From an optimization exercise on the open Yosys and OpenROAD flow, aimed at small area and a short achievable clock period; shortcuts taken in it are not production practice.
In this exercise RTL edits were held to simulation tests only and were not proved equivalent to the original.
No activity file was given, so power comes from the tool's default toggle rates.

## try-willow
Design CPU, start of the top module:
module CPU(clk, rst, pc, instr, wb_we, wb_rd, wb_data, st_we, st_addr, st_data);
For scale: ~2600 flip-flops, about 120 I/O pins.
Settings: LEC_CHECK=0, CAP_MARGIN=20, CORE_MARGIN=2, CORE_UTILIZATION=40, PLACE_DENSITY=0.6, SETUP_SLACK_MARGIN=1.9, SLEW_MARGIN=20; clock period 4.3 ns.
standard.sh (not shown) runs the stock make flow with config.mk's settings and CLKGATE_MAP_FILE= SYNTH_SCRIPT=/design/flow/synth_recipe.tcl, a recipe that flattens the netlist after the stock synthesis.
==> flow/flow/run.sh <==
#!/bin/bash
# Own flow: the standard layout (standard.sh) with these changes:
#  - synthesis runs flow/my_synth.tcl: the standard synthesis script with a
#    two-part ABC mapping (see there), and without the full/half adder cell
#    extraction (ADDER_MAP_FILE empty), so ABC maps adders as plain logic;
#    registers are the standard ones;
#  - port buffers are buf_2 cells, and repairs may resize a cell to any
#    footprint (MATCH_CELL_FOOTPRINT=0);
#  - clock tree: sinks clustered 24 at most, 80 um across, no dummy loads.
# Each step's output goes to a log file in this folder.
set -euo pipefail
W=$(pwd)
export MY_WORK_DIR=$W
export MY_FLOW_DIR=$W/flow
bash standard.sh SYNTH_SCRIPT=$W/flow/my_synth.tcl ADDER_MAP_FILE= synth > $W/synth.log 2>&1
bash standard.sh MATCH_CELL_FOOTPRINT=0 \
  "BUFFER_PORTS_ARGS=-buffer_cell sky130_fd_sc_hd__buf_2" \
  "CTS_ARGS=-sink_clustering_enable -repair_clock_nets -sink_clustering_size 24 -sink_clustering_max_diameter 80 -dont_use_dummy_load" \
  finish > $W/layout.log 2>&1
ls -la $W/out/final.def
==> flow/flow/alu_abc.script <==
strash
dch
map -B 0.9
topo
stime -c
buffer -c
upsize -c
dnsize -c
==> flow/flow/my_synth.tcl <==
# The standard synthesis (synth_recipe.tcl), except that the technology
# mapping of the execute stage's logic (the cone feeding the m_alu
# registers, stopped at registers) is done first with ABC's delay-oriented
# classic mapper; the rest is then mapped with ORFS's usual ABC script.
# Registers are untouched: they are mapped before ABC runs.
proc abc {args} {
  set i [lsearch $args -script]
  set alu_args $args
  lset alu_args [expr {$i + 1}] $::env(MY_FLOW_DIR)/alu_abc.script
  yosys select -set my_dw {c:m_alu*} {c:m_fwn*} {%ci1:+sky130_fd_sc_hd__dfxtp_1[D]} {c:m_alu*} {c:m_fwn*} {%d}
  yosys select -set my_alu {@my_dw} {%ci*:-sky130_fd_sc_hd__dfxtp_1,sky130_fd_sc_hd__edfxtp_1} {t:$_*} {%i}
  yosys select -count {@my_alu}
  yosys abc {*}$alu_args {@my_alu}
  yosys select -clear
  yosys abc {*}$args
}
source $::env(MY_WORK_DIR)/synth_recipe.tcl
Input changes introduced in try-quartz (baseline for comparison: try-willow):
Settings: a change of SETUP_SLACK_MARGIN from 1.9 to 1.7.
### Flow results
- Taking try-willow as the reference point, the share of the clock period used by the worst path of try-quartz rises by 7.2 points.
- The critical-path cell with the highest stage delay comes out nor4_2 in one run and dfxtp_2 in the other, namely in try-willow and try-quartz respectively.
- [compare] base=try-willow new=try-quartz: clock power shows no meaningful change; total chip power shows no meaningful change.
- Diff try-willow..try-quartz | die boundary height | unchanged
- In the reports for try-willow and try-quartz, the larger fmax belongs to try-willow.
- met1 usage in global routing up 0.21 points in try-quartz wrt try-willow
- try-quartz reports a lower total global-route track usage than try-willow does.
- Diff try-quartz..try-willow | number of unique standard cell types used by synthesis | unchanged
- Going from try-willow to try-quartz, worst setup slack went down by 310 ps; first-iteration DRC count went down by 348; synthesis-to-layout area growth went down by 2.4 points.
diff inputs: try-quartz => try-ember
--- a/flow/flow/run.sh
+++ b/flow/flow/run.sh
@@ -2,7 +2,5 @@
 # Own flow: the standard layout (standard.sh) with these changes:
 #  - synthesis runs flow/my_synth.tcl: the standard synthesis script with a
-#    two-part ABC mapping (see there), and without the full/half adder cell
-#    extraction (ADDER_MAP_FILE empty), so ABC maps adders as plain logic;
-#    registers are the standard ones;
+#    two-part ABC mapping (see there); registers are the standard ones;
 #  - port buffers are buf_2 cells, and repairs may resize a cell to any
 #    footprint (MATCH_CELL_FOOTPRINT=0);
@@ -13,5 +11,5 @@
 export MY_WORK_DIR=$W
 export MY_FLOW_DIR=$W/flow
-bash standard.sh SYNTH_SCRIPT=$W/flow/my_synth.tcl ADDER_MAP_FILE= synth > $W/synth.log 2>&1
+bash standard.sh SYNTH_SCRIPT=$W/flow/my_synth.tcl synth > $W/synth.log 2>&1
 bash standard.sh MATCH_CELL_FOOTPRINT=0 \
   "BUFFER_PORTS_ARGS=-buffer_cell sky130_fd_sc_hd__buf_2" \
--- outcome ---
Per the comparison of try-ember with try-quartz, largest incremental delay on the critical path up 340 ps; final-layout worst hold slack went up 13 ps; slew at the pin with the worst max-slew slack rose 8.9 ps; final setup slack of the worst path went up by 75 ps. The timing startpoint of the critical path comes out d_rsv[3]$_DFF_P_ in one run and d_rsv[7]$_DFF_P_ in the other, namely in try-ember and try-quartz respectively. Measured against each other, try-quartz and try-ember differ in proportion of power drawn by the clock network, the higher figure coming from try-quartz. Looking at minimum clock period after layout, try-ember sits 75 ps lower than try-quartz does. Summary of the comparison: relative area change from synthesis to final layout is higher in try-ember, relative to try-quartz.


CPU, a different RTL version from the one above (not shown whole).
Size in the first run: about 7100 cells after synthesis, about 2600 flip-flops, roughly 120 I/O pins, about 99000 um2 of cells after synthesis.
clock: 4.3 ns
lec_check: 0
cap_margin: 20
core_margin: 2
core_utilization: 40
place_density: 0.6
setup_slack_margin: 1.6
slew_margin: 20
==> flow/flow/run.sh <==
#!/bin/bash
# Own flow: the standard layout, with the synthesis step run through
# flow/my_synth.tcl (the standard synthesis script with a two-part ABC
# mapping, see there). Each step's output goes to a log file here.
set -euo pipefail
W=$(pwd)
export MY_WORK_DIR=$W
export MY_FLOW_DIR=$W/flow
bash standard.sh SYNTH_SCRIPT=$W/flow/my_synth.tcl synth > $W/synth.log 2>&1
bash standard.sh finish > $W/layout.log 2>&1
ls -la $W/out/final.def
Scripts as last shown in full above: flow/flow/alu_abc.script, flow/flow/my_synth.tcl
Then changed:
==> flow/flow/run.sh (replaced) <==
#!/bin/bash
# Own flow: the standard layout (standard.sh) with these changes:
#  - synthesis runs flow/my_synth.tcl: the standard synthesis script with a
#    two-part ABC mapping (see there); registers are the standard ones;
#  - port buffers are buf_2 cells, and repairs may resize a cell to any
#    footprint (MATCH_CELL_FOOTPRINT=0);
#  - clock tree: sinks clustered 24 at most, 80 um across, no dummy loads.
# Each step's output goes to a log file in this folder.
set -euo pipefail
W=$(pwd)
export MY_WORK_DIR=$W
export MY_FLOW_DIR=$W/flow
bash standard.sh SYNTH_SCRIPT=$W/flow/my_synth.tcl synth > $W/synth.log 2>&1
bash standard.sh MATCH_CELL_FOOTPRINT=0 \
  "BUFFER_PORTS_ARGS=-buffer_cell sky130_fd_sc_hd__buf_2" \
  "CTS_ARGS=-sink_clustering_enable -repair_clock_nets -sink_clustering_size 24 -sink_clustering_max_diameter 80 -dont_use_dummy_load" \
  finish > $W/layout.log 2>&1
ls -la $W/out/final.def
- SETUP_SLACK_MARGIN: 1.6 -> 1.7
Power went down by 17%.
Die area does not change.
Wire length went up by 1.1%.
Count of clock-buffer cells in the layout drops by 196.
First-iteration DRC count barely changes.
Synthesized cell count does not change.
Combinational power fell by about 5%.

## port drivers added, routing unchanged
The results above use ideal ports. As a check the final layouts listed here were re-extracted and re-timed, cells and wires unchanged.
Step 1, drivers: a clkbuf_16 drives clk and a buf_2 each remaining input, both assumed.
Step 2 moves the port delays by t, midway between the first and last clock arrival at a register: inputs arrive t later, outputs are due t later. That takes back most of the time a late clock gives input paths.
Three values: ideal ports, drivers, drivers and shift; two values: the first two.
| run | t (ns) | setup slack, ns | hold slack, ns | clock arrival spread, ns | slew at the worst register clock pin (ns) |
|---|---|---|---|---|---|
| try-willow | 0.910 | 1.742 / 1.668 / 1.654 | 0.088 / 0.020 / 0.330 | 0.127 / 0.127 | 0.11 / 0.11 |
| try-quartz | 0.931 | 1.435 / 1.435 / 1.435 | 0.103 / 0.027 / 0.317 | 0.134 / 0.134 | 0.11 / 0.11 |
| try-ember | 0.930 | 1.510 / 1.510 / 1.510 | 0.117 / 0.032 / 0.290 | 0.152 / 0.151 | 0.11 / 0.11 |
| the first run of note 2 | 1.003 | 1.415 / 1.415 / 1.415 | 0.326 / 0.295 / 0.326 | 0.086 / 0.086 | 0.08 / 0.08 |
| the second run of note 2 | 0.914 | 1.546 / 1.546 / 1.546 | 0.093 / 0.028 / 0.331 | 0.122 / 0.122 | 0.11 / 0.11 |
After both steps setup and hold are still met in every run listed. The setup slack of try-willow, which loses most, moves by -0.074 ns with the drivers and by -0.088 ns with both steps.
